Context: an optimization exercise on an open-source flow, tuned for small area, a short achievable clock period and few clock cycles. The choices shown serve that exercise and are no tape-out recipe.
No activity file was given, so power comes from the tool's default toggle rates.

Design min_cpu, start of the top module:
module min_cpu (clk, rst, mem_addr, mem_we, mem_wdata, mem_rdata);
export LEC_CHECK = 0
export ABC_AREA = 1
export CAP_MARGIN = 20
export CORE_MARGIN = 2
export CORE_UTILIZATION = 40
export CTS_BUF_LIST = sky130_fd_sc_hd__clkbuf_4 sky130_fd_sc_hd__clkbuf_8
export SETUP_SLACK_MARGIN = 4.8
export SLEW_MARGIN = 20
export TNS_END_PERCENT = 5
create_clock -name core_clock -period 8.0 [get_ports {clk}]
run.sh (not shown) runs the stock make flow with config.mk's settings and CLKGATE_MAP_FILE= SYNTH_SCRIPT=/design/flow/synth_recipe.tcl, a recipe that flattens the netlist after the stock synthesis.
The baseline produced a clean layout.
Edit:
--- a/flow/config.mk
+++ b/flow/config.mk
@@ -7,3 +7,2 @@
 export LEC_CHECK = 0
-export ABC_AREA = 1
 export CAP_MARGIN = 20
@@ -12,4 +11,3 @@
 export CTS_BUF_LIST = sky130_fd_sc_hd__clkbuf_4 sky130_fd_sc_hd__clkbuf_8
-export SETUP_SLACK_MARGIN = 4.8
+export SETUP_SLACK_MARGIN = 4.7
 export SLEW_MARGIN = 20
-export TNS_END_PERCENT = 5
What happened:
- The changed run produced a clean layout
- worst hold slack loses 0.036 ns
- power shrinks by about 17%
- wire length shrinks by about 17%
- final area hardly moves
- area after synthesis fell by 8.7%
- clock power went down by 20%
- maximum frequency increases by about 4%
- synthesized cell count fell by about 34%
- sequential cell count stays the same
- sequential power hardly moves
- critical path depth went up by 13
Edit:
--- a/flow/config.mk
+++ b/flow/config.mk
@@ -11,3 +11,3 @@
 export CTS_BUF_LIST = sky130_fd_sc_hd__clkbuf_4 sky130_fd_sc_hd__clkbuf_8
-export SETUP_SLACK_MARGIN = 4.7
+export SETUP_SLACK_MARGIN = 4.4
 export SLEW_MARGIN = 20
Via count came out lower by 4.2%. Cell count fell by 3.1%. Setup slack is worse by 0.20 ns. Synthesized area is unchanged. Hold slack improves by 0.016 ns. Non-clock buffer count is lower by 90. Wire length decreases by about 4.5%.
Edit:
--- a/flow/config.mk
+++ b/flow/config.mk
@@ -11,3 +11,4 @@
 export CTS_BUF_LIST = sky130_fd_sc_hd__clkbuf_4 sky130_fd_sc_hd__clkbuf_8
-export SETUP_SLACK_MARGIN = 4.4
+export SETUP_SLACK_MARGIN = 4.8
 export SLEW_MARGIN = 20
+export TNS_END_PERCENT = 5
The new run finished with timing, DRC and antenna clean.
Final area grows by 2.9%.
Utilization went up by 1.4 points.
Setup slack improved by 0.033 ns.
Final cell count grows by 1.2%.
Routed wire length went up by 3.8%.
Flip-flop and latch count is unchanged.
Clock power climbs by about 5%.
Clock skew drops by 0.0099 ns.
Function was not checked in any run of this note: the RTL went through the layout flow alone.

* * *

min_cpu, a different RTL version from the one above (not shown whole).
Size in the first run: ~330 flip-flops, ~51 I/O pins, about 20000 µm² of cells after synthesis.
// min_cpu
module min_cpu (clk, rst, mem_addr, mem_we, mem_wdata, mem_rdata);
    input clk;
    input rst;
    output [15:0] mem_addr;
    output mem_we;
    output [15:0] mem_wdata;
    input [15:0] mem_rdata;
    function sumzero;
        input [15:0] a, b;
        begin
            sumzero = ((a ^ b) == {a[14:0] | b[14:0], 1'b0});
        end
    endfunction
    reg [15:0] rf [0:15];
    reg [15:0] pc, opa, opb;
    reg [3:0]  rx, ry;
    reg z;
    reg s_f, s_x, s_p, s_d, s_w;
    reg k_alurr, k_ldrr, k_strr, k_alum, k_ldm, k_stm, k_tst, k_bz, k_push, k_pop, k_popw;
    reg o_and, o_sub;
    reg we, asel;
    wire [15:0] n = mem_rdata;
    wire [2:0] n_cls = n[12:10];
    wire n_m   = (n[5:4] != 2'b00);
    wire n_ab  = n[5];
    wire n_mcl = (n_cls == 3'b100) | (n_cls == 3'b001) | (n_cls == 3'b010) | (n_cls == 3'b011);
    wire n_stk = (n_cls == 3'b110);
    wire n_push = n_stk & n[13];
    wire n_bz  = (n_cls == 3'b101);
    wire n_x   = n_mcl & n_m & n_ab;
    wire n_p   = n_push;
  ...
export LEC_CHECK = 0
export CAP_MARGIN = 20
export CORE_MARGIN = 2
export CORE_UTILIZATION = 40
export SETUP_SLACK_MARGIN = 4.7
export SLEW_MARGIN = 20
create_clock -name core_clock -period 8.0 [get_ports {clk}]
The first run finished clean.
Edit:
==> flow/flow/run.sh (new file) <==
#!/bin/bash
# Own flow: the standard layout, with Yosys's full/half-adder extraction turned off
# (ADDER_MAP_FILE empty), so that ABC maps the adders as plain logic.
set -euo pipefail
grep -q 'CLKGATE_MAP_FILE= ' standard.sh
sed 's/CLKGATE_MAP_FILE= /CLKGATE_MAP_FILE= ADDER_MAP_FILE= /' standard.sh > std_noadder.sh
bash std_noadder.sh finish > flow_make.log 2>&1
==> flow/standard.sh (new file) <==
#!/bin/bash
# synth_recipe.tcl (not shown) runs the flow's synth.tcl, then flattens the netlist and writes it again
# the make line also repeats each setting of config.mk as NAME=value (left out here)
make -C /OpenROAD-flow-scripts/flow DESIGN_CONFIG=/design/flow/config.mk WORK_HOME=/design/flow/orfs CLKGATE_MAP_FILE= SYNTH_SCRIPT=/design/flow/synth_recipe.tcl "${@:-finish}"
removed: flow/run.sh
What happened: The new run completed without violations. Routed wire length climbs by 0.78%. Synthesized area drops by 1.1%. Final area climbs by 1.5%. Worst hold slack is better by 0.0079 ns. Via count climbs by 2.0%. Clock-buffer cell count drops by 4.
Edit:
==> flow/run.sh (new file) <==
#!/bin/bash
# synth_recipe.tcl (not shown) runs the flow's synth.tcl, then flattens the netlist and writes it again
# the make line also repeats each setting of config.mk as NAME=value (left out here)
make -C /OpenROAD-flow-scripts/flow DESIGN_CONFIG=/design/flow/config.mk WORK_HOME=/design/flow/orfs CLKGATE_MAP_FILE= SYNTH_SCRIPT=/design/flow/synth_recipe.tcl finish
Settings changed: CTS_BUF_LIST set to sky130_fd_sc_hd__clkbuf_4 sky130_fd_sc_hd__clkbuf_8.
removed: flow/flow/run.sh
removed: flow/standard.sh
=> The new run ran to the end with no violations; setup slack is better by 0.039 ns; utilization shrinks by 2.5 points; cell area is lower by a few percent; die area went up slightly; final cell count rises slightly; wire length came out lower slightly; power fell by a few percent; clock power came out lower by roughly a tenth; synthesized cell count is higher slightly; flip-flop and latch count stays the same.
No run of this note included a check of the RTL's function; only the layout flow was run.

-- static timing again, ports no longer ideal --
The results above use ideal ports. As a check the final layouts listed here were re-extracted and re-timed, cells and wires unchanged.
Step 1 sets driving cells, clkbuf_16 on the clock port and buf_2 on the other inputs (assumed; they add their load-dependent delay and slew).
Step 2 also shifts input and output timing later by t, the mid clock arrival at the registers, as if the neighbouring blocks saw the same clock.
Three values: ideal, step 1, step 2; two values: the first two.
run	t, ns	setup WS [ns]	clock arrival spread, ns	worst slew at a driven data input, ns
the first run of note 1	0.738	4.490 / 4.431 / 3.841	0.032 / 0.032	0.04
the second run of note 1	0.696	4.630 / 4.589 / 3.943	0.058 / 0.058	0.05
the third run of note 1	0.692	4.435 / 4.386 / 3.778	0.040 / 0.039	0.05
the fourth run of note 1	0.706	4.468 / 4.468 / 3.871	0.028 / 0.029	0.04
the first run of note 2	0.625	4.416 / 4.416 / 3.878	0.021 / 0.021	0.08
the second run of note 2	0.623	4.486 / 4.510 / 3.886	0.025 / 0.025	0.11
the third run of note 2	0.730	4.525 / 4.525 / 3.846	0.051 / 0.051	0.14
After both steps every run listed still meets setup and hold. The setup slack of the second run of note 1, which loses most, moves by -0.041 ns with the drivers and by -0.687 ns with both steps.
